Context: an optimization exercise on an open-source flow, tuned for small area, a short achievable clock period and few clock cycles. The choices shown serve that exercise and are no tape-out recipe.
Only the layout flow was run in this run; the RTL was not checked for function there.

[config.mk]
export PLATFORM = sky130hd
export DESIGN_NAME = CORDIC
export DESIGN_NICKNAME = CORDIC
export VERILOG_FILES = /design/flow/design.v
export SDC_FILE = /design/flow/constraint.sdc
export NUM_CORES = 4
export LEC_CHECK = 0
export ABC_AREA = 0
export CAP_MARGIN = 20
export CORE_MARGIN = 2
export CORE_UTILIZATION = 40
export SETUP_SLACK_MARGIN = 4
export SLEW_MARGIN = 20
export SYNTH_HIERARCHICAL = 1
export SYNTH_MINIMUM_KEEP_SIZE = 0
[design.v]
module CORDIC #(parameter integer W = 32)
(
    input wire clk,
    input wire start,
    input wire signed [31:0] x,
    input wire signed [31:0] y,
    output wire signed [W-1:0]phi,
    output wire done
);
reg [31:0] xr;
reg [31:0] yr;
reg [31:0] z;
reg [4:0] cnt;
reg [4:0] cntn;   
reg [4:0] csx;    
reg dn;
reg b27;
wire d = yr[31];
wire [31:0] xs, ys, xn, yn, za, zn;
cordic_shr u_shx (.a(yr), .s(csx), .o(xs));
cordic_shr u_shy (.a(xr), .s(~cntn), .o(ys));
cordic_addsub u_addx (.a(xr), .b(xs), .inv(d), .o(xn));
cordic_addsub u_addy (.a(yr), .b(ys), .inv(~d), .o(yn));
cordic_ztab u_tab (.i(cnt), .d(d), .dn(dn), .o(za));
cordic_add u_addz (.a(z), .b(za), .o(zn));
cordic_fin u_fin (.a(z), .b(b27), .o(phi));
assign done = dn;
always @(posedge clk) begin
    if (start) begin
        xr  <= x;
        yr  <= y;
        z   <= 32'h906dfdfb;
    end else begin
        xr  <= xn;
        yr  <= yn;
        z   <= zn;
    end
    if (start) begin
        cnt <= 5'd0;
        cntn <= 5'h1f;
        csx <= 5'd0;
        dn  <= 1'b0;
    end else if (!dn) begin
        cnt <= cnt + 5'd1;
        cntn <= ~(cnt + 5'd1);
        csx <= csx + 5'd1;
        dn  <= (cnt == 5'd26);
        b27 <= ~yn[31];
    end
end
endmodule
module cordic_pg (input wire [31:0] a, input wire [31:0] b, input wire cin, output wire [31:0] p, output wire [31:0] g);
assign p = a ^ b;
assign g = {a[31:1] & b[31:1], (a[0] & b[0]) | ((a[0] ^ b[0]) & cin)};
endmodule
module cordic_sum (input wire [31:0] p, input wire [31:0] c, input wire cin, output wire [31:0] o);
assign o = p ^ {c[30:0], cin};
endmodule
module cordic_sumn (input wire [31:0] p, input wire [31:0] c, input wire cin, output wire [31:0] o);
assign o = p ^ {~c[30:0], cin};
endmodule
module cordic_xor (input wire [31:0] a, input wire s, output wire [31:0] o);
assign o = a ^ {32{s}};
endmodule
module cordic_shr (input wire [31:0] a, input wire [4:0] s, output wire [31:0] o);
wire [31:0] l0 = s[0] ? {{1{a[31]}}, a[31:1]} : a;
wire [31:0] l1 = s[1] ? {{2{l0[31]}}, l0[31:2]} : l0;
wire [31:0] l2 = s[2] ? {{4{l1[31]}}, l1[31:4]} : l1;
wire [31:0] l3 = s[3] ? {{8{l2[31]}}, l2[31:8]} : l2;
wire [31:0] l4 = s[4] ? {{16{l3[31]}}, l3[31:16]} : l3;
assign o = l4;
endmodule
module cordic_sk_lv0 (input wire [31:0] gi, input wire [31:0] pi, output wire [31:0] go, output wire [31:0] po);
assign go[0] = ~gi[0];
assign po[0] = ~pi[0];
assign go[1] = ~(gi[1] | (pi[1] & gi[0]));
assign po[1] = ~(pi[1] & pi[0]);
assign go[2] = ~gi[2];
assign po[2] = ~pi[2];
assign go[3] = ~(gi[3] | (pi[3] & gi[2]));
assign po[3] = ~(pi[3] & pi[2]);
assign go[4] = ~gi[4];
assign po[4] = ~pi[4];
assign go[5] = ~(gi[5] | (pi[5] & gi[4]));
assign po[5] = ~(pi[5] & pi[4]);
assign go[6] = ~gi[6];
assign po[6] = ~pi[6];
assign go[7] = ~(gi[7] | (pi[7] & gi[6]));
assign po[7] = ~(pi[7] & pi[6]);
assign go[8] = ~gi[8];
assign po[8] = ~pi[8];
assign go[9] = ~(gi[9] | (pi[9] & gi[8]));
assign po[9] = ~(pi[9] & pi[8]);
assign go[10] = ~gi[10];
assign po[10] = ~pi[10];
assign go[11] = ~(gi[11] | (pi[11] & gi[10]));
assign po[11] = ~(pi[11] & pi[10]);
assign go[12] = ~gi[12];
assign po[12] = ~pi[12];
assign go[13] = ~(gi[13] | (pi[13] & gi[12]));
assign po[13] = ~(pi[13] & pi[12]);
assign go[14] = ~gi[14];
assign po[14] = ~pi[14];
assign go[15] = ~(gi[15] | (pi[15] & gi[14]));
assign po[15] = ~(pi[15] & pi[14]);
assign go[16] = ~gi[16];
assign po[16] = ~pi[16];
assign go[17] = ~(gi[17] | (pi[17] & gi[16]));
assign po[17] = ~(pi[17] & pi[16]);
assign go[18] = ~gi[18];
assign po[18] = ~pi[18];
assign go[19] = ~(gi[19] | (pi[19] & gi[18]));
assign po[19] = ~(pi[19] & pi[18]);
assign go[20] = ~gi[20];
assign po[20] = ~pi[20];
assign go[21] = ~(gi[21] | (pi[21] & gi[20]));
assign po[21] = ~(pi[21] & pi[20]);
assign go[22] = ~gi[22];
assign po[22] = ~pi[22];
assign go[23] = ~(gi[23] | (pi[23] & gi[22]));
assign po[23] = ~(pi[23] & pi[22]);
assign go[24] = ~gi[24];
assign po[24] = ~pi[24];
assign go[25] = ~(gi[25] | (pi[25] & gi[24]));
assign po[25] = ~(pi[25] & pi[24]);
assign go[26] = ~gi[26];
assign po[26] = ~pi[26];
assign go[27] = ~(gi[27] | (pi[27] & gi[26]));
assign po[27] = ~(pi[27] & pi[26]);
assign go[28] = ~gi[28];
assign po[28] = ~pi[28];
assign go[29] = ~(gi[29] | (pi[29] & gi[28]));
assign po[29] = ~(pi[29] & pi[28]);
assign go[30] = ~gi[30];
assign po[30] = ~pi[30];
assign go[31] = ~(gi[31] | (pi[31] & gi[30]));
assign po[31] = ~(pi[31] & pi[30]);
endmodule
module cordic_sk_lv1 (input wire [31:0] gi, input wire [31:0] pi, output wire [31:0] go, output wire [31:0] po);
assign go[0] = ~gi[0];
assign po[0] = ~pi[0];
assign go[1] = ~gi[1];
assign po[1] = ~pi[1];
assign go[2] = ~(gi[2] & (pi[2] | gi[1]));
assign po[2] = ~(pi[2] | pi[1]);
assign go[3] = ~(gi[3] & (pi[3] | gi[1]));
assign po[3] = ~(pi[3] | pi[1]);
assign go[4] = ~gi[4];
assign po[4] = ~pi[4];
assign go[5] = ~gi[5];
assign po[5] = ~pi[5];
assign go[6] = ~(gi[6] & (pi[6] | gi[5]));
assign po[6] = ~(pi[6] | pi[5]);
assign go[7] = ~(gi[7] & (pi[7] | gi[5]));
assign po[7] = ~(pi[7] | pi[5]);
assign go[8] = ~gi[8];
assign po[8] = ~pi[8];
assign go[9] = ~gi[9];
assign po[9] = ~pi[9];
assign go[10] = ~(gi[10] & (pi[10] | gi[9]));
assign po[10] = ~(pi[10] | pi[9]);
assign go[11] = ~(gi[11] & (pi[11] | gi[9]));
assign po[11] = ~(pi[11] | pi[9]);
assign go[12] = ~gi[12];
assign po[12] = ~pi[12];
assign go[13] = ~gi[13];
assign po[13] = ~pi[13];
assign go[14] = ~(gi[14] & (pi[14] | gi[13]));
assign po[14] = ~(pi[14] | pi[13]);
assign go[15] = ~(gi[15] & (pi[15] | gi[13]));
assign po[15] = ~(pi[15] | pi[13]);
assign go[16] = ~gi[16];
assign po[16] = ~pi[16];
assign go[17] = ~gi[17];
assign po[17] = ~pi[17];
assign go[18] = ~(gi[18] & (pi[18] | gi[17]));
assign po[18] = ~(pi[18] | pi[17]);
assign go[19] = ~(gi[19] & (pi[19] | gi[17]));
assign po[19] = ~(pi[19] | pi[17]);
assign go[20] = ~gi[20];
assign po[20] = ~pi[20];
assign go[21] = ~gi[21];
assign po[21] = ~pi[21];
assign go[22] = ~(gi[22] & (pi[22] | gi[21]));
assign po[22] = ~(pi[22] | pi[21]);
assign go[23] = ~(gi[23] & (pi[23] | gi[21]));
assign po[23] = ~(pi[23] | pi[21]);
assign go[24] = ~gi[24];
assign po[24] = ~pi[24];
assign go[25] = ~gi[25];
assign po[25] = ~pi[25];
assign go[26] = ~(gi[26] & (pi[26] | gi[25]));
assign po[26] = ~(pi[26] | pi[25]);
assign go[27] = ~(gi[27] & (pi[27] | gi[25]));
assign po[27] = ~(pi[27] | pi[25]);
assign go[28] = ~gi[28];
assign po[28] = ~pi[28];
assign go[29] = ~gi[29];
assign po[29] = ~pi[29];
assign go[30] = ~(gi[30] & (pi[30] | gi[29]));
assign po[30] = ~(pi[30] | pi[29]);
assign go[31] = ~(gi[31] & (pi[31] | gi[29]));
assign po[31] = ~(pi[31] | pi[29]);
endmodule
module cordic_sk_lv2 (input wire [31:0] gi, input wire [31:0] pi, output wire [31:0] go, output wire [31:0] po);
assign go[0] = ~gi[0];
assign po[0] = ~pi[0];
assign go[1] = ~gi[1];
assign po[1] = ~pi[1];
assign go[2] = ~gi[2];
assign po[2] = ~pi[2];
assign go[3] = ~gi[3];
assign po[3] = ~pi[3];
assign go[4] = ~(gi[4] | (pi[4] & gi[3]));
assign po[4] = ~(pi[4] & pi[3]);
assign go[5] = ~(gi[5] | (pi[5] & gi[3]));
assign po[5] = ~(pi[5] & pi[3]);
assign go[6] = ~(gi[6] | (pi[6] & gi[3]));
assign po[6] = ~(pi[6] & pi[3]);
assign go[7] = ~(gi[7] | (pi[7] & gi[3]));
assign po[7] = ~(pi[7] & pi[3]);
assign go[8] = ~gi[8];
assign po[8] = ~pi[8];
assign go[9] = ~gi[9];
assign po[9] = ~pi[9];
assign go[10] = ~gi[10];
assign po[10] = ~pi[10];
assign go[11] = ~gi[11];
assign po[11] = ~pi[11];
assign go[12] = ~(gi[12] | (pi[12] & gi[11]));
assign po[12] = ~(pi[12] & pi[11]);
assign go[13] = ~(gi[13] | (pi[13] & gi[11]));
assign po[13] = ~(pi[13] & pi[11]);
assign go[14] = ~(gi[14] | (pi[14] & gi[11]));
assign po[14] = ~(pi[14] & pi[11]);
assign go[15] = ~(gi[15] | (pi[15] & gi[11]));
assign po[15] = ~(pi[15] & pi[11]);
assign go[16] = ~gi[16];
assign po[16] = ~pi[16];
assign go[17] = ~gi[17];
assign po[17] = ~pi[17];
assign go[18] = ~gi[18];
assign po[18] = ~pi[18];
assign go[19] = ~gi[19];
assign po[19] = ~pi[19];
assign go[20] = ~(gi[20] | (pi[20] & gi[19]));
assign po[20] = ~(pi[20] & pi[19]);
assign go[21] = ~(gi[21] | (pi[21] & gi[19]));
assign po[21] = ~(pi[21] & pi[19]);
assign go[22] = ~(gi[22] | (pi[22] & gi[19]));
assign po[22] = ~(pi[22] & pi[19]);
assign go[23] = ~(gi[23] | (pi[23] & gi[19]));
assign po[23] = ~(pi[23] & pi[19]);
assign go[24] = ~gi[24];
assign po[24] = ~pi[24];
assign go[25] = ~gi[25];
assign po[25] = ~pi[25];
assign go[26] = ~gi[26];
assign po[26] = ~pi[26];
assign go[27] = ~gi[27];
assign po[27] = ~pi[27];
assign go[28] = ~(gi[28] | (pi[28] & gi[27]));
assign po[28] = ~(pi[28] & pi[27]);
assign go[29] = ~(gi[29] | (pi[29] & gi[27]));
assign po[29] = ~(pi[29] & pi[27]);
assign go[30] = ~(gi[30] | (pi[30] & gi[27]));
assign po[30] = ~(pi[30] & pi[27]);
assign go[31] = ~(gi[31] | (pi[31] & gi[27]));
assign po[31] = ~(pi[31] & pi[27]);
endmodule
module cordic_sk_lv3 (input wire [31:0] gi, input wire [31:0] pi, output wire [31:0] go, output wire [31:0] po);
assign go[0] = ~gi[0];
assign po[0] = ~pi[0];
assign go[1] = ~gi[1];
assign po[1] = ~pi[1];
assign go[2] = ~gi[2];
assign po[2] = ~pi[2];
assign go[3] = ~gi[3];
assign po[3] = ~pi[3];
assign go[4] = ~gi[4];
assign po[4] = ~pi[4];
assign go[5] = ~gi[5];
assign po[5] = ~pi[5];
assign go[6] = ~gi[6];
assign po[6] = ~pi[6];
assign go[7] = ~gi[7];
assign po[7] = ~pi[7];
assign go[8] = ~(gi[8] & (pi[8] | gi[7]));
assign po[8] = ~(pi[8] | pi[7]);
assign go[9] = ~(gi[9] & (pi[9] | gi[7]));
assign po[9] = ~(pi[9] | pi[7]);
assign go[10] = ~(gi[10] & (pi[10] | gi[7]));
assign po[10] = ~(pi[10] | pi[7]);
assign go[11] = ~(gi[11] & (pi[11] | gi[7]));
assign po[11] = ~(pi[11] | pi[7]);
assign go[12] = ~(gi[12] & (pi[12] | gi[7]));
assign po[12] = ~(pi[12] | pi[7]);
assign go[13] = ~(gi[13] & (pi[13] | gi[7]));
assign po[13] = ~(pi[13] | pi[7]);
assign go[14] = ~(gi[14] & (pi[14] | gi[7]));
assign po[14] = ~(pi[14] | pi[7]);
assign go[15] = ~(gi[15] & (pi[15] | gi[7]));
assign po[15] = ~(pi[15] | pi[7]);
assign go[16] = ~gi[16];
assign po[16] = ~pi[16];
assign go[17] = ~gi[17];
assign po[17] = ~pi[17];
assign go[18] = ~gi[18];
assign po[18] = ~pi[18];
assign go[19] = ~gi[19];
assign po[19] = ~pi[19];
assign go[20] = ~gi[20];
assign po[20] = ~pi[20];
assign go[21] = ~gi[21];
assign po[21] = ~pi[21];
assign go[22] = ~gi[22];
assign po[22] = ~pi[22];
assign go[23] = ~gi[23];
assign po[23] = ~pi[23];
assign go[24] = ~(gi[24] & (pi[24] | gi[23]));
assign po[24] = ~(pi[24] | pi[23]);
assign go[25] = ~(gi[25] & (pi[25] | gi[23]));
assign po[25] = ~(pi[25] | pi[23]);
assign go[26] = ~(gi[26] & (pi[26] | gi[23]));
assign po[26] = ~(pi[26] | pi[23]);
assign go[27] = ~(gi[27] & (pi[27] | gi[23]));
assign po[27] = ~(pi[27] | pi[23]);
assign go[28] = ~(gi[28] & (pi[28] | gi[23]));
assign po[28] = ~(pi[28] | pi[23]);
assign go[29] = ~(gi[29] & (pi[29] | gi[23]));
assign po[29] = ~(pi[29] | pi[23]);
assign go[30] = ~(gi[30] & (pi[30] | gi[23]));
assign po[30] = ~(pi[30] | pi[23]);
assign go[31] = ~(gi[31] & (pi[31] | gi[23]));
assign po[31] = ~(pi[31] | pi[23]);
endmodule
module cordic_sk_lv4 (input wire [31:0] gi, input wire [31:0] pi, output wire [31:0] go, output wire [31:0] po);
assign go[0] = ~gi[0];
assign po[0] = ~pi[0];
assign go[1] = ~gi[1];
assign po[1] = ~pi[1];
assign go[2] = ~gi[2];
assign po[2] = ~pi[2];
assign go[3] = ~gi[3];
assign po[3] = ~pi[3];
assign go[4] = ~gi[4];
assign po[4] = ~pi[4];
assign go[5] = ~gi[5];
assign po[5] = ~pi[5];
assign go[6] = ~gi[6];
assign po[6] = ~pi[6];
assign go[7] = ~gi[7];
assign po[7] = ~pi[7];
assign go[8] = ~gi[8];
assign po[8] = ~pi[8];
assign go[9] = ~gi[9];
assign po[9] = ~pi[9];
assign go[10] = ~gi[10];
assign po[10] = ~pi[10];
assign go[11] = ~gi[11];
assign po[11] = ~pi[11];
assign go[12] = ~gi[12];
assign po[12] = ~pi[12];
assign go[13] = ~gi[13];
assign po[13] = ~pi[13];
assign go[14] = ~gi[14];
assign po[14] = ~pi[14];
assign go[15] = ~gi[15];
assign po[15] = ~pi[15];
assign go[16] = ~(gi[16] | (pi[16] & gi[15]));
assign po[16] = ~(pi[16] & pi[15]);
assign go[17] = ~(gi[17] | (pi[17] & gi[15]));
assign po[17] = ~(pi[17] & pi[15]);
assign go[18] = ~(gi[18] | (pi[18] & gi[15]));
assign po[18] = ~(pi[18] & pi[15]);
assign go[19] = ~(gi[19] | (pi[19] & gi[15]));
assign po[19] = ~(pi[19] & pi[15]);
assign go[20] = ~(gi[20] | (pi[20] & gi[15]));
assign po[20] = ~(pi[20] & pi[15]);
assign go[21] = ~(gi[21] | (pi[21] & gi[15]));
assign po[21] = ~(pi[21] & pi[15]);
assign go[22] = ~(gi[22] | (pi[22] & gi[15]));
assign po[22] = ~(pi[22] & pi[15]);
assign go[23] = ~(gi[23] | (pi[23] & gi[15]));
assign po[23] = ~(pi[23] & pi[15]);
assign go[24] = ~(gi[24] | (pi[24] & gi[15]));
assign po[24] = ~(pi[24] & pi[15]);
assign go[25] = ~(gi[25] | (pi[25] & gi[15]));
assign po[25] = ~(pi[25] & pi[15]);
assign go[26] = ~(gi[26] | (pi[26] & gi[15]));
assign po[26] = ~(pi[26] & pi[15]);
assign go[27] = ~(gi[27] | (pi[27] & gi[15]));
assign po[27] = ~(pi[27] & pi[15]);
assign go[28] = ~(gi[28] | (pi[28] & gi[15]));
assign po[28] = ~(pi[28] & pi[15]);
assign go[29] = ~(gi[29] | (pi[29] & gi[15]));
assign po[29] = ~(pi[29] & pi[15]);
assign go[30] = ~(gi[30] | (pi[30] & gi[15]));
assign po[30] = ~(pi[30] & pi[15]);
assign go[31] = ~(gi[31] | (pi[31] & gi[15]));
assign po[31] = ~(pi[31] & pi[15]);
endmodule
module cordic_addsub (input wire [31:0] a, input wire [31:0] b, input wire inv, output wire [31:0] o);
wire [31:0] bx;
cordic_xor u_x (.a(b), .s(inv), .o(bx));
wire [31:0] p, g0;
cordic_pg u_pg (.a(a), .b(bx), .cin(inv), .p(p), .g(g0));
wire [31:0] g1, p1;
cordic_sk_lv0 u_l0 (.gi(g0), .pi(p), .go(g1), .po(p1));
wire [31:0] g2, p2;
cordic_sk_lv1 u_l1 (.gi(g1), .pi(p1), .go(g2), .po(p2));
wire [31:0] g3, p3;
cordic_sk_lv2 u_l2 (.gi(g2), .pi(p2), .go(g3), .po(p3));
wire [31:0] g4, p4;
cordic_sk_lv3 u_l3 (.gi(g3), .pi(p3), .go(g4), .po(p4));
wire [31:0] g5, p5;
cordic_sk_lv4 u_l4 (.gi(g4), .pi(p4), .go(g5), .po(p5));
cordic_sumn u_s (.p(p), .c(g5), .cin(inv), .o(o));
endmodule
module cordic_bk_lv0 (input wire [31:0] gi, input wire [31:0] pi, output wire [31:0] go, output wire [31:0] po);
assign go[0] = ~gi[0];
assign po[0] = ~pi[0];
assign go[1] = ~(gi[1] | (pi[1] & gi[0]));
assign po[1] = ~(pi[1] & pi[0]);
assign go[2] = ~gi[2];
assign po[2] = ~pi[2];
assign go[3] = ~(gi[3] | (pi[3] & gi[2]));
assign po[3] = ~(pi[3] & pi[2]);
assign go[4] = ~gi[4];
assign po[4] = ~pi[4];
assign go[5] = ~(gi[5] | (pi[5] & gi[4]));
assign po[5] = ~(pi[5] & pi[4]);
assign go[6] = ~gi[6];
assign po[6] = ~pi[6];
assign go[7] = ~(gi[7] | (pi[7] & gi[6]));
assign po[7] = ~(pi[7] & pi[6]);
assign go[8] = ~gi[8];
assign po[8] = ~pi[8];
assign go[9] = ~(gi[9] | (pi[9] & gi[8]));
assign po[9] = ~(pi[9] & pi[8]);
assign go[10] = ~gi[10];
assign po[10] = ~pi[10];
assign go[11] = ~(gi[11] | (pi[11] & gi[10]));
assign po[11] = ~(pi[11] & pi[10]);
assign go[12] = ~gi[12];
assign po[12] = ~pi[12];
assign go[13] = ~(gi[13] | (pi[13] & gi[12]));
assign po[13] = ~(pi[13] & pi[12]);
assign go[14] = ~gi[14];
assign po[14] = ~pi[14];
assign go[15] = ~(gi[15] | (pi[15] & gi[14]));
assign po[15] = ~(pi[15] & pi[14]);
assign go[16] = ~gi[16];
assign po[16] = ~pi[16];
assign go[17] = ~(gi[17] | (pi[17] & gi[16]));
assign po[17] = ~(pi[17] & pi[16]);
assign go[18] = ~gi[18];
assign po[18] = ~pi[18];
assign go[19] = ~(gi[19] | (pi[19] & gi[18]));
assign po[19] = ~(pi[19] & pi[18]);
assign go[20] = ~gi[20];
assign po[20] = ~pi[20];
assign go[21] = ~(gi[21] | (pi[21] & gi[20]));
assign po[21] = ~(pi[21] & pi[20]);
assign go[22] = ~gi[22];
assign po[22] = ~pi[22];
assign go[23] = ~(gi[23] | (pi[23] & gi[22]));
assign po[23] = ~(pi[23] & pi[22]);
assign go[24] = ~gi[24];
assign po[24] = ~pi[24];
assign go[25] = ~(gi[25] | (pi[25] & gi[24]));
assign po[25] = ~(pi[25] & pi[24]);
assign go[26] = ~gi[26];
assign po[26] = ~pi[26];
assign go[27] = ~(gi[27] | (pi[27] & gi[26]));
assign po[27] = ~(pi[27] & pi[26]);
assign go[28] = ~gi[28];
assign po[28] = ~pi[28];
assign go[29] = ~(gi[29] | (pi[29] & gi[28]));
assign po[29] = ~(pi[29] & pi[28]);
assign go[30] = ~gi[30];
assign po[30] = ~pi[30];
assign go[31] = ~(gi[31] | (pi[31] & gi[30]));
assign po[31] = ~(pi[31] & pi[30]);
endmodule
module cordic_bk_lv1 (input wire [31:0] gi, input wire [31:0] pi, output wire [31:0] go, output wire [31:0] po);
assign go[0] = ~gi[0];
assign po[0] = ~pi[0];
assign go[1] = ~gi[1];
assign po[1] = ~pi[1];
assign go[2] = ~gi[2];
assign po[2] = ~pi[2];
assign go[3] = ~(gi[3] & (pi[3] | gi[1]));
assign po[3] = ~(pi[3] | pi[1]);
assign go[4] = ~gi[4];
assign po[4] = ~pi[4];
assign go[5] = ~gi[5];
assign po[5] = ~pi[5];
assign go[6] = ~gi[6];
assign po[6] = ~pi[6];
assign go[7] = ~(gi[7] & (pi[7] | gi[5]));
assign po[7] = ~(pi[7] | pi[5]);
assign go[8] = ~gi[8];
assign po[8] = ~pi[8];
assign go[9] = ~gi[9];
assign po[9] = ~pi[9];
assign go[10] = ~gi[10];
assign po[10] = ~pi[10];
assign go[11] = ~(gi[11] & (pi[11] | gi[9]));
assign po[11] = ~(pi[11] | pi[9]);
assign go[12] = ~gi[12];
assign po[12] = ~pi[12];
assign go[13] = ~gi[13];
assign po[13] = ~pi[13];
assign go[14] = ~gi[14];
assign po[14] = ~pi[14];
assign go[15] = ~(gi[15] & (pi[15] | gi[13]));
assign po[15] = ~(pi[15] | pi[13]);
assign go[16] = ~gi[16];
assign po[16] = ~pi[16];
assign go[17] = ~gi[17];
assign po[17] = ~pi[17];
assign go[18] = ~gi[18];
assign po[18] = ~pi[18];
assign go[19] = ~(gi[19] & (pi[19] | gi[17]));
assign po[19] = ~(pi[19] | pi[17]);
assign go[20] = ~gi[20];
assign po[20] = ~pi[20];
assign go[21] = ~gi[21];
assign po[21] = ~pi[21];
assign go[22] = ~gi[22];
assign po[22] = ~pi[22];
assign go[23] = ~(gi[23] & (pi[23] | gi[21]));
assign po[23] = ~(pi[23] | pi[21]);
assign go[24] = ~gi[24];
assign po[24] = ~pi[24];
assign go[25] = ~gi[25];
assign po[25] = ~pi[25];
assign go[26] = ~gi[26];
assign po[26] = ~pi[26];
assign go[27] = ~(gi[27] & (pi[27] | gi[25]));
assign po[27] = ~(pi[27] | pi[25]);
assign go[28] = ~gi[28];
assign po[28] = ~pi[28];
assign go[29] = ~gi[29];
assign po[29] = ~pi[29];
assign go[30] = ~gi[30];
assign po[30] = ~pi[30];
assign go[31] = ~(gi[31] & (pi[31] | gi[29]));
assign po[31] = ~(pi[31] | pi[29]);
endmodule
module cordic_bk_lv2 (input wire [31:0] gi, input wire [31:0] pi, output wire [31:0] go, output wire [31:0] po);
assign go[0] = ~gi[0];
assign po[0] = ~pi[0];
assign go[1] = ~gi[1];
assign po[1] = ~pi[1];
assign go[2] = ~gi[2];
assign po[2] = ~pi[2];
assign go[3] = ~gi[3];
assign po[3] = ~pi[3];
assign go[4] = ~gi[4];
assign po[4] = ~pi[4];
assign go[5] = ~gi[5];
assign po[5] = ~pi[5];
assign go[6] = ~gi[6];
assign po[6] = ~pi[6];
assign go[7] = ~(gi[7] | (pi[7] & gi[3]));
assign po[7] = ~(pi[7] & pi[3]);
assign go[8] = ~gi[8];
assign po[8] = ~pi[8];
assign go[9] = ~gi[9];
assign po[9] = ~pi[9];
assign go[10] = ~gi[10];
assign po[10] = ~pi[10];
assign go[11] = ~gi[11];
assign po[11] = ~pi[11];
assign go[12] = ~gi[12];
assign po[12] = ~pi[12];
assign go[13] = ~gi[13];
assign po[13] = ~pi[13];
assign go[14] = ~gi[14];
assign po[14] = ~pi[14];
assign go[15] = ~(gi[15] | (pi[15] & gi[11]));
assign po[15] = ~(pi[15] & pi[11]);
assign go[16] = ~gi[16];
assign po[16] = ~pi[16];
assign go[17] = ~gi[17];
assign po[17] = ~pi[17];
assign go[18] = ~gi[18];
assign po[18] = ~pi[18];
assign go[19] = ~gi[19];
assign po[19] = ~pi[19];
assign go[20] = ~gi[20];
assign po[20] = ~pi[20];
assign go[21] = ~gi[21];
assign po[21] = ~pi[21];
assign go[22] = ~gi[22];
assign po[22] = ~pi[22];
assign go[23] = ~(gi[23] | (pi[23] & gi[19]));
assign po[23] = ~(pi[23] & pi[19]);
assign go[24] = ~gi[24];
assign po[24] = ~pi[24];
assign go[25] = ~gi[25];
assign po[25] = ~pi[25];
assign go[26] = ~gi[26];
assign po[26] = ~pi[26];
assign go[27] = ~gi[27];
assign po[27] = ~pi[27];
assign go[28] = ~gi[28];
assign po[28] = ~pi[28];
assign go[29] = ~gi[29];
assign po[29] = ~pi[29];
assign go[30] = ~gi[30];
assign po[30] = ~pi[30];
assign go[31] = ~(gi[31] | (pi[31] & gi[27]));
assign po[31] = ~(pi[31] & pi[27]);
endmodule
module cordic_bk_lv3 (input wire [31:0] gi, input wire [31:0] pi, output wire [31:0] go, output wire [31:0] po);
assign go[0] = ~gi[0];
assign po[0] = ~pi[0];
assign go[1] = ~gi[1];
assign po[1] = ~pi[1];
assign go[2] = ~gi[2];
assign po[2] = ~pi[2];
assign go[3] = ~gi[3];
assign po[3] = ~pi[3];
assign go[4] = ~gi[4];
assign po[4] = ~pi[4];
assign go[5] = ~gi[5];
assign po[5] = ~pi[5];
assign go[6] = ~gi[6];
assign po[6] = ~pi[6];
assign go[7] = ~gi[7];
assign po[7] = ~pi[7];
assign go[8] = ~gi[8];
assign po[8] = ~pi[8];
assign go[9] = ~gi[9];
assign po[9] = ~pi[9];
assign go[10] = ~gi[10];
assign po[10] = ~pi[10];
assign go[11] = ~gi[11];
assign po[11] = ~pi[11];
assign go[12] = ~gi[12];
assign po[12] = ~pi[12];
assign go[13] = ~gi[13];
assign po[13] = ~pi[13];
assign go[14] = ~gi[14];
assign po[14] = ~pi[14];
assign go[15] = ~(gi[15] & (pi[15] | gi[7]));
assign po[15] = ~(pi[15] | pi[7]);
assign go[16] = ~gi[16];
assign po[16] = ~pi[16];
assign go[17] = ~gi[17];
assign po[17] = ~pi[17];
assign go[18] = ~gi[18];
assign po[18] = ~pi[18];
assign go[19] = ~gi[19];
assign po[19] = ~pi[19];
assign go[20] = ~gi[20];
assign po[20] = ~pi[20];
assign go[21] = ~gi[21];
assign po[21] = ~pi[21];
assign go[22] = ~gi[22];
assign po[22] = ~pi[22];
assign go[23] = ~gi[23];
assign po[23] = ~pi[23];
assign go[24] = ~gi[24];
assign po[24] = ~pi[24];
assign go[25] = ~gi[25];
assign po[25] = ~pi[25];
assign go[26] = ~gi[26];
assign po[26] = ~pi[26];
assign go[27] = ~gi[27];
assign po[27] = ~pi[27];
assign go[28] = ~gi[28];
assign po[28] = ~pi[28];
assign go[29] = ~gi[29];
assign po[29] = ~pi[29];
assign go[30] = ~gi[30];
assign po[30] = ~pi[30];
assign go[31] = ~(gi[31] & (pi[31] | gi[23]));
assign po[31] = ~(pi[31] | pi[23]);
endmodule
module cordic_bk_lv4 (input wire [31:0] gi, input wire [31:0] pi, output wire [31:0] go, output wire [31:0] po);
assign go[0] = ~gi[0];
assign po[0] = ~pi[0];
assign go[1] = ~gi[1];
assign po[1] = ~pi[1];
assign go[2] = ~gi[2];
assign po[2] = ~pi[2];
assign go[3] = ~gi[3];
assign po[3] = ~pi[3];
assign go[4] = ~gi[4];
assign po[4] = ~pi[4];
assign go[5] = ~gi[5];
assign po[5] = ~pi[5];
assign go[6] = ~gi[6];
assign po[6] = ~pi[6];
assign go[7] = ~gi[7];
assign po[7] = ~pi[7];
assign go[8] = ~gi[8];
assign po[8] = ~pi[8];
assign go[9] = ~gi[9];
assign po[9] = ~pi[9];
assign go[10] = ~gi[10];
assign po[10] = ~pi[10];
assign go[11] = ~gi[11];
assign po[11] = ~pi[11];
assign go[12] = ~gi[12];
assign po[12] = ~pi[12];
assign go[13] = ~gi[13];
assign po[13] = ~pi[13];
assign go[14] = ~gi[14];
assign po[14] = ~pi[14];
assign go[15] = ~gi[15];
assign po[15] = ~pi[15];
assign go[16] = ~gi[16];
assign po[16] = ~pi[16];
assign go[17] = ~gi[17];
assign po[17] = ~pi[17];
assign go[18] = ~gi[18];
assign po[18] = ~pi[18];
assign go[19] = ~gi[19];
assign po[19] = ~pi[19];
assign go[20] = ~gi[20];
assign po[20] = ~pi[20];
assign go[21] = ~gi[21];
assign po[21] = ~pi[21];
assign go[22] = ~gi[22];
assign po[22] = ~pi[22];
assign go[23] = ~gi[23];
assign po[23] = ~pi[23];
assign go[24] = ~gi[24];
assign po[24] = ~pi[24];
assign go[25] = ~gi[25];
assign po[25] = ~pi[25];
assign go[26] = ~gi[26];
assign po[26] = ~pi[26];
assign go[27] = ~gi[27];
assign po[27] = ~pi[27];
assign go[28] = ~gi[28];
assign po[28] = ~pi[28];
assign go[29] = ~gi[29];
assign po[29] = ~pi[29];
assign go[30] = ~gi[30];
assign po[30] = ~pi[30];
assign go[31] = ~(gi[31] | (pi[31] & gi[15]));
assign po[31] = ~(pi[31] & pi[15]);
endmodule
module cordic_bk_lv5 (input wire [31:0] gi, input wire [31:0] pi, output wire [31:0] go, output wire [31:0] po);
assign go[0] = ~gi[0];
assign po[0] = ~pi[0];
assign go[1] = ~gi[1];
assign po[1] = ~pi[1];
assign go[2] = ~gi[2];
assign po[2] = ~pi[2];
assign go[3] = ~gi[3];
assign po[3] = ~pi[3];
assign go[4] = ~gi[4];
assign po[4] = ~pi[4];
assign go[5] = ~gi[5];
assign po[5] = ~pi[5];
assign go[6] = ~gi[6];
assign po[6] = ~pi[6];
assign go[7] = ~gi[7];
assign po[7] = ~pi[7];
assign go[8] = ~gi[8];
assign po[8] = ~pi[8];
assign go[9] = ~gi[9];
assign po[9] = ~pi[9];
assign go[10] = ~gi[10];
assign po[10] = ~pi[10];
assign go[11] = ~gi[11];
assign po[11] = ~pi[11];
assign go[12] = ~gi[12];
assign po[12] = ~pi[12];
assign go[13] = ~gi[13];
assign po[13] = ~pi[13];
assign go[14] = ~gi[14];
assign po[14] = ~pi[14];
assign go[15] = ~gi[15];
assign po[15] = ~pi[15];
assign go[16] = ~gi[16];
assign po[16] = ~pi[16];
assign go[17] = ~gi[17];
assign po[17] = ~pi[17];
assign go[18] = ~gi[18];
assign po[18] = ~pi[18];
assign go[19] = ~gi[19];
assign po[19] = ~pi[19];
assign go[20] = ~gi[20];
assign po[20] = ~pi[20];
assign go[21] = ~gi[21];
assign po[21] = ~pi[21];
assign go[22] = ~gi[22];
assign po[22] = ~pi[22];
assign go[23] = ~(gi[23] & (pi[23] | gi[15]));
assign po[23] = ~(pi[23] | pi[15]);
assign go[24] = ~gi[24];
assign po[24] = ~pi[24];
assign go[25] = ~gi[25];
assign po[25] = ~pi[25];
assign go[26] = ~gi[26];
assign po[26] = ~pi[26];
assign go[27] = ~gi[27];
assign po[27] = ~pi[27];
assign go[28] = ~gi[28];
assign po[28] = ~pi[28];
assign go[29] = ~gi[29];
assign po[29] = ~pi[29];
assign go[30] = ~gi[30];
assign po[30] = ~pi[30];
assign go[31] = ~gi[31];
assign po[31] = ~pi[31];
endmodule
module cordic_bk_lv6 (input wire [31:0] gi, input wire [31:0] pi, output wire [31:0] go, output wire [31:0] po);
assign go[0] = ~gi[0];
assign po[0] = ~pi[0];
assign go[1] = ~gi[1];
assign po[1] = ~pi[1];
assign go[2] = ~gi[2];
assign po[2] = ~pi[2];
assign go[3] = ~gi[3];
assign po[3] = ~pi[3];
assign go[4] = ~gi[4];
assign po[4] = ~pi[4];
assign go[5] = ~gi[5];
assign po[5] = ~pi[5];
assign go[6] = ~gi[6];
assign po[6] = ~pi[6];
assign go[7] = ~gi[7];
assign po[7] = ~pi[7];
assign go[8] = ~gi[8];
assign po[8] = ~pi[8];
assign go[9] = ~gi[9];
assign po[9] = ~pi[9];
assign go[10] = ~gi[10];
assign po[10] = ~pi[10];
assign go[11] = ~(gi[11] | (pi[11] & gi[7]));
assign po[11] = ~(pi[11] & pi[7]);
assign go[12] = ~gi[12];
assign po[12] = ~pi[12];
assign go[13] = ~gi[13];
assign po[13] = ~pi[13];
assign go[14] = ~gi[14];
assign po[14] = ~pi[14];
assign go[15] = ~gi[15];
assign po[15] = ~pi[15];
assign go[16] = ~gi[16];
assign po[16] = ~pi[16];
assign go[17] = ~gi[17];
assign po[17] = ~pi[17];
assign go[18] = ~gi[18];
assign po[18] = ~pi[18];
assign go[19] = ~(gi[19] | (pi[19] & gi[15]));
assign po[19] = ~(pi[19] & pi[15]);
assign go[20] = ~gi[20];
assign po[20] = ~pi[20];
assign go[21] = ~gi[21];
assign po[21] = ~pi[21];
assign go[22] = ~gi[22];
assign po[22] = ~pi[22];
assign go[23] = ~gi[23];
assign po[23] = ~pi[23];
assign go[24] = ~gi[24];
assign po[24] = ~pi[24];
assign go[25] = ~gi[25];
assign po[25] = ~pi[25];
assign go[26] = ~gi[26];
assign po[26] = ~pi[26];
assign go[27] = ~(gi[27] | (pi[27] & gi[23]));
assign po[27] = ~(pi[27] & pi[23]);
assign go[28] = ~gi[28];
assign po[28] = ~pi[28];
assign go[29] = ~gi[29];
assign po[29] = ~pi[29];
assign go[30] = ~gi[30];
assign po[30] = ~pi[30];
assign go[31] = ~gi[31];
assign po[31] = ~pi[31];
endmodule
module cordic_bk_lv7 (input wire [31:0] gi, input wire [31:0] pi, output wire [31:0] go, output wire [31:0] po);
assign go[0] = ~gi[0];
assign po[0] = ~pi[0];
assign go[1] = ~gi[1];
assign po[1] = ~pi[1];
assign go[2] = ~gi[2];
assign po[2] = ~pi[2];
assign go[3] = ~gi[3];
assign po[3] = ~pi[3];
assign go[4] = ~gi[4];
assign po[4] = ~pi[4];
assign go[5] = ~(gi[5] & (pi[5] | gi[3]));
assign po[5] = ~(pi[5] | pi[3]);
assign go[6] = ~gi[6];
assign po[6] = ~pi[6];
assign go[7] = ~gi[7];
assign po[7] = ~pi[7];
assign go[8] = ~gi[8];
assign po[8] = ~pi[8];
assign go[9] = ~(gi[9] & (pi[9] | gi[7]));
assign po[9] = ~(pi[9] | pi[7]);
assign go[10] = ~gi[10];
assign po[10] = ~pi[10];
assign go[11] = ~gi[11];
assign po[11] = ~pi[11];
assign go[12] = ~gi[12];
assign po[12] = ~pi[12];
assign go[13] = ~(gi[13] & (pi[13] | gi[11]));
assign po[13] = ~(pi[13] | pi[11]);
assign go[14] = ~gi[14];
assign po[14] = ~pi[14];
assign go[15] = ~gi[15];
assign po[15] = ~pi[15];
assign go[16] = ~gi[16];
assign po[16] = ~pi[16];
assign go[17] = ~(gi[17] & (pi[17] | gi[15]));
assign po[17] = ~(pi[17] | pi[15]);
assign go[18] = ~gi[18];
assign po[18] = ~pi[18];
assign go[19] = ~gi[19];
assign po[19] = ~pi[19];
assign go[20] = ~gi[20];
assign po[20] = ~pi[20];
assign go[21] = ~(gi[21] & (pi[21] | gi[19]));
assign po[21] = ~(pi[21] | pi[19]);
assign go[22] = ~gi[22];
assign po[22] = ~pi[22];
assign go[23] = ~gi[23];
assign po[23] = ~pi[23];
assign go[24] = ~gi[24];
assign po[24] = ~pi[24];
assign go[25] = ~(gi[25] & (pi[25] | gi[23]));
assign po[25] = ~(pi[25] | pi[23]);
assign go[26] = ~gi[26];
assign po[26] = ~pi[26];
assign go[27] = ~gi[27];
assign po[27] = ~pi[27];
assign go[28] = ~gi[28];
assign po[28] = ~pi[28];
assign go[29] = ~(gi[29] & (pi[29] | gi[27]));
assign po[29] = ~(pi[29] | pi[27]);
assign go[30] = ~gi[30];
assign po[30] = ~pi[30];
assign go[31] = ~gi[31];
assign po[31] = ~pi[31];
endmodule
module cordic_bk_lv8 (input wire [31:0] gi, input wire [31:0] pi, output wire [31:0] go, output wire [31:0] po);
assign go[0] = ~gi[0];
assign po[0] = ~pi[0];
assign go[1] = ~gi[1];
assign po[1] = ~pi[1];
assign go[2] = ~(gi[2] | (pi[2] & gi[1]));
assign po[2] = ~(pi[2] & pi[1]);
assign go[3] = ~gi[3];
assign po[3] = ~pi[3];
assign go[4] = ~(gi[4] | (pi[4] & gi[3]));
assign po[4] = ~(pi[4] & pi[3]);
assign go[5] = ~gi[5];
assign po[5] = ~pi[5];
assign go[6] = ~(gi[6] | (pi[6] & gi[5]));
assign po[6] = ~(pi[6] & pi[5]);
assign go[7] = ~gi[7];
assign po[7] = ~pi[7];
assign go[8] = ~(gi[8] | (pi[8] & gi[7]));
assign po[8] = ~(pi[8] & pi[7]);
assign go[9] = ~gi[9];
assign po[9] = ~pi[9];
assign go[10] = ~(gi[10] | (pi[10] & gi[9]));
assign po[10] = ~(pi[10] & pi[9]);
assign go[11] = ~gi[11];
assign po[11] = ~pi[11];
assign go[12] = ~(gi[12] | (pi[12] & gi[11]));
assign po[12] = ~(pi[12] & pi[11]);
assign go[13] = ~gi[13];
assign po[13] = ~pi[13];
assign go[14] = ~(gi[14] | (pi[14] & gi[13]));
assign po[14] = ~(pi[14] & pi[13]);
assign go[15] = ~gi[15];
assign po[15] = ~pi[15];
assign go[16] = ~(gi[16] | (pi[16] & gi[15]));
assign po[16] = ~(pi[16] & pi[15]);
assign go[17] = ~gi[17];
assign po[17] = ~pi[17];
assign go[18] = ~(gi[18] | (pi[18] & gi[17]));
assign po[18] = ~(pi[18] & pi[17]);
assign go[19] = ~gi[19];
assign po[19] = ~pi[19];
assign go[20] = ~(gi[20] | (pi[20] & gi[19]));
assign po[20] = ~(pi[20] & pi[19]);
assign go[21] = ~gi[21];
assign po[21] = ~pi[21];
assign go[22] = ~(gi[22] | (pi[22] & gi[21]));
assign po[22] = ~(pi[22] & pi[21]);
assign go[23] = ~gi[23];
assign po[23] = ~pi[23];
assign go[24] = ~(gi[24] | (pi[24] & gi[23]));
assign po[24] = ~(pi[24] & pi[23]);
assign go[25] = ~gi[25];
assign po[25] = ~pi[25];
assign go[26] = ~(gi[26] | (pi[26] & gi[25]));
assign po[26] = ~(pi[26] & pi[25]);
assign go[27] = ~gi[27];
assign po[27] = ~pi[27];
assign go[28] = ~(gi[28] | (pi[28] & gi[27]));
assign po[28] = ~(pi[28] & pi[27]);
assign go[29] = ~gi[29];
assign po[29] = ~pi[29];
assign go[30] = ~(gi[30] | (pi[30] & gi[29]));
assign po[30] = ~(pi[30] & pi[29]);
assign go[31] = ~gi[31];
assign po[31] = ~pi[31];
endmodule
module cordic_add (input wire [31:0] a, input wire [31:0] b, output wire [31:0] o);
wire [31:0] bx = b;
wire [31:0] p, g0;
cordic_pg u_pg (.a(a), .b(bx), .cin(1'b0), .p(p), .g(g0));
wire [31:0] g1, p1;
cordic_bk_lv0 u_l0 (.gi(g0), .pi(p), .go(g1), .po(p1));
wire [31:0] g2, p2;
cordic_bk_lv1 u_l1 (.gi(g1), .pi(p1), .go(g2), .po(p2));
wire [31:0] g3, p3;
cordic_bk_lv2 u_l2 (.gi(g2), .pi(p2), .go(g3), .po(p3));
wire [31:0] g4, p4;
cordic_bk_lv3 u_l3 (.gi(g3), .pi(p3), .go(g4), .po(p4));
wire [31:0] g5, p5;
cordic_bk_lv4 u_l4 (.gi(g4), .pi(p4), .go(g5), .po(p5));
wire [31:0] g6, p6;
cordic_bk_lv5 u_l5 (.gi(g5), .pi(p5), .go(g6), .po(p6));
wire [31:0] g7, p7;
cordic_bk_lv6 u_l6 (.gi(g6), .pi(p6), .go(g7), .po(p7));
wire [31:0] g8, p8;
cordic_bk_lv7 u_l7 (.gi(g7), .pi(p7), .go(g8), .po(p8));
wire [31:0] g9, p9;
cordic_bk_lv8 u_l8 (.gi(g8), .pi(p8), .go(g9), .po(p9));
cordic_sumn u_s (.p(p), .c(g9), .cin(1'b0), .o(o));
endmodule
module cordic_ztab (input wire [4:0] i, input wire d, input wire dn, output wire [31:0] o);
wire [31:0] t =
    ({32{i == 5'd0}} & 32'h6487ed52) |
    ({32{i == 5'd1}} & 32'h3b58ce0a) |
    ({32{i == 5'd2}} & 32'h1f5b75fa) |
    ({32{i == 5'd3}} & 32'h0feadd4e) |
    ({32{i == 5'd4}} & 32'h07fd56ee) |
    ({32{i == 5'd5}} & 32'h03ffaab8) |
    ({32{i == 5'd6}} & 32'h01fff556) |
    ({32{i == 5'd7}} & 32'h00fffeaa) |
    ({32{i == 5'd8}} & 32'h007fffd6) |
    ({32{i == 5'd9}} & 32'h003ffffa) |
    ({32{i == 5'd10}} & 32'h00200000) |
    ({32{i == 5'd11}} & 32'h00100000) |
    ({32{i == 5'd12}} & 32'h00080000) |
    ({32{i == 5'd13}} & 32'h00040000) |
    ({32{i == 5'd14}} & 32'h00020000) |
    ({32{i == 5'd15}} & 32'h00010000) |
    ({32{i == 5'd16}} & 32'h00008000) |
    ({32{i == 5'd17}} & 32'h00004000) |
    ({32{i == 5'd18}} & 32'h00002000) |
    ({32{i == 5'd19}} & 32'h00001000) |
    ({32{i == 5'd20}} & 32'h00000800) |
    ({32{i == 5'd21}} & 32'h00000400) |
    ({32{i == 5'd22}} & 32'h00000200) |
    ({32{i == 5'd23}} & 32'h00000100) |
    ({32{i == 5'd24}} & 32'h00000080) |
    ({32{i == 5'd25}} & 32'h00000040) |
    ({32{i == 5'd26}} & 32'h00000020);
assign o = (d | dn) ? 32'h0 : t;
endmodule
module cordic_fin (input wire [31:0] a, input wire b, output wire [31:0] o);
assign o = {a[31:4] + {27'd0, b}, a[3:0]};
endmodule
[run.sh]
#!/bin/bash
# synth_recipe.tcl (not shown) runs the flow's synth.tcl, then flattens the netlist and writes it again
# the make line also repeats each setting of config.mk as NAME=value (left out here)
make -C /OpenROAD-flow-scripts/flow DESIGN_CONFIG=/design/flow/config.mk WORK_HOME=/design/flow/orfs CLKGATE_MAP_FILE= SYNTH_SCRIPT=/design/flow/synth_recipe.tcl finish
[constraint.sdc]
create_clock -name core_clock -period 7.5 [get_ports {clk}]
set_input_delay 1.5000 -clock core_clock [delete_from_list [all_inputs] [get_ports {clk}]]
set_output_delay 1.5000 -clock core_clock [all_outputs]
set_load 0.01 [all_outputs]
==> out/metrics.csv <==
stage,metric,value,unit
status,status,timing/DRC/antenna clean,
layout,share of cells above drive strength 1,28.0,%
place,I/O Buffers,98,
route,vias per inst,5.23,
route,DRT Wirelength,51100,microns
layout,"most common cell after layout, fill and taps aside",inv_1,
critical_path,Reg2Reg Setup Slack,3.56,ns
layout,Final Util,50.8,%
sta,post-route clock period utilization,52.5,%
critical_path,crit-path max cell delay,0.59,ns
global_route,antenna violations before repair,1,
floorplanning,Site Rows,73,
global_route,global route overflow,0,
route,residual DRC count,0,
sta,# setup viols final,0,
critical_path,Setup crit start,csx[0]$_SDFFE_PP0N_,
cts,clock root buffer master,clkbuf_16,
route,TritonRoute pass-1 iters,5,
sta,clk_skew,0.0170,ns
layout,Synth-to-Final Area Change,24.6,%
sta,RSZ-0062 raised after global routing,yes,
route,DR iter-0 viols,1008,
cts,CTS Buf Count,17,
place,GPL Wtd Cong,0.964,
synthesis,Synth Cell Area,16300,sq um
cts,clk latency of the worst-skew pair,0.46,ns
sta,Hold WS,0.473,ns
layout,final layout net count,2494,
sta,Final Slew Violations,0,
layout,FF+latch area,2330,sq um
route,WL per Instance,17.8,microns
global_route,GRT Total Usage,23.5,%
critical_path,Top delay family on crit path,compound AO/OA/AOI/OAI gates,
global_route,largest net degree at the start of global routing,61,
critical_path,Crit path depth,15,
synthesis,Yosys warnings,7,
floorplanning,CORE AREA,40000,sq um
cts,clock slew at reported path FFs,0.06,ns
critical_path,"slowest stage cell, crit path",mux4_2,
floorplanning,Die ar.,42400,sq um
layout,"commonest cells after routing, fill and taps aside","inv_1 (656), nand2_1 (120), xnor2_1 (101)",
critical_path,Crit path top cell by count,o21ai_4,
critical_path,"Buf+Inv Stages, Crit Path",2,
sta,Max Clk Rate,254,MHz
critical_path,Critical Path AT,4.27,ns
critical_path,RR Endpoint,xr[23]$_DFF_P_,
critical_path,CP Capture Type,flop,
place,DP Wirelength,36100,microns
min_path,Worst Hold Class,reg -> reg,
synthesis,Avg Inst Size Synth,7.48,sq um
layout,fillers,3850,
critical_path,CP Class,reg -> reg,
floorplanning,Die Ht,206,microns
floorplanning,chip width,206,microns
route,antenna-violating nets left,0,
critical_path,worst reg2reg path startpoint,csx[0]$_SDFFE_PP0N_,
global_route,first-pass GRT wire length,77200,microns
sta,worst-margin pin slew,1.00,ns
floorplanning,Starting Density,40.8,%
sta,Slew HR,33.1,%
critical_path,CP required,7.83,ns
critical_path,Startpoint Class,flop,
critical_path,Worst R2R Path Depth,15,
global_route,vias in the first global route,14000,
critical_path,CP Max Fanout,8,
cts,CTS H-Tree Depth,4,
route,via count,15000,
layout,multi-input logic area,12000,sq um
cts,CTS Buffer Depth,2,
critical_path,sequence of cells on the critical path,buf_8 -> mux4_2 -> a32oi_1 -> o311a_1 -> o221ai_1 -> xor2_1 -> ha_1 -> nand2_1 -> o21ai_4 -> a21oi_4 -> o21ai_4 -> buf_12 -> a21oi_2 -> xnor2_1 -> mux2_2,
cts,CTS tree,yes,
critical_path,Worst Setup EP,xr[23]$_DFF_P_,
synthesis,Synth Instances,2183,
sta,Total Neg Setup Slack,0,ns
sta,Fin. Hold Viols,0,
sta,crit path time final,3.94,ns
floorplanning,IO Pins,99,
job,max cap viols,0,
cts,CTS sink count,113,
per-layer routing:
layer | vias up | GRT usage, % | wire length, microns
li1 | 7251 | - | -
met2 | 544 | 38.0 | 23700
met3 | 101 | 4.16 | 3540
met4 | 0 | 7.30 | 1270
met1 | 7090 | 31.7 | 22500
met5 | - | 0 | 0
what timing repair did:
item,4_1_cts,5_1_grt
hold buffers,0,0
gates resized for setup,292,164
buffers inserted,68,35
setup endpoints to repair,111,91
cloned,9,2
hold endpoints to repair,0,0
pin swaps,59,57
registers in the layout (all words and copies together) (netlist names):
| signal | count |
|---|---|
| xr | 32 |
| yr | 32 |
| csx | 5 |
| b27 | 1 |
| cnt | 5 |
| z | 32 |
| dn | 1 |
| cntn | 5 |
final cells by class:
cell class	instances	area share, %
well taps	525	3.23
flip-flops and latches	113	11.5
multi-input cells	1292	58.9
repair inverters	5	0.191
inverters	682	13.0
clock buffers	19	2.13
diodes	1	0.0123
repair buffers	215	10.2
clock inverters	13	0.917
through the flow:
step                std cells  worst slack [ns]  instance area (sq um)
floorplan                2185              3.78                  16400
global placement         2718              2.53                  17300
detailed placement       2718              2.58                  17300
CTS                      2827              3.62                  19500
global route             2864              3.52                  20300
finish                   2865              3.56                  20300
how the worst min path moves through the flow:
stage,startpoint,slack [ns],end,depth (start not counted)
3_5_place_dp,cntn[2]$_SDFFE_PP1N_,0.47,cntn[2]$_SDFFE_PP1N_,1
3_3_place_gp,cntn[2]$_SDFFE_PP1N_,0.45,cntn[2]$_SDFFE_PP1N_,1
5_1_grt,cntn[2]$_SDFFE_PP1N_,0.52,cntn[2]$_SDFFE_PP1N_,1
2_1_floorplan,cntn[2]$_SDFFE_PP1N_,0.44,cntn[2]$_SDFFE_PP1N_,1
4_1_cts,cntn[2]$_SDFFE_PP1N_,0.48,cntn[2]$_SDFFE_PP1N_,1
6_report,cntn[2]$_SDFFE_PP1N_,0.47,cntn[2]$_SDFFE_PP1N_,1

-- port drivers added, routing unchanged --
How much do the figures lean on ideal ports? The routed layout below was timed once more, with nothing changed but the port constraints.
Step 1 sets driving cells, clkbuf_16 on the clock port and buf_2 on the other inputs (assumed; they add their load-dependent delay and slew).
Step 2 also shifts input and output timing later by t, the mid clock arrival at the registers, as if the neighbouring blocks saw the same clock.
Slacks: ideal ports / drivers / drivers and shift; pairs: ideal ports / drivers.
t, ns: 0.504
setup WS [ns]: 3.560 / 3.560 / 3.560
worst setup path at the end: register to register
latest minus earliest clock arrival (ns): 0.017 / 0.017
worst slew at a driven data input, ns: 0.05
After both steps this run still meets setup and hold. The setup slack of this run moves by 0.000 ns with the drivers and by 0.000 ns with both steps.
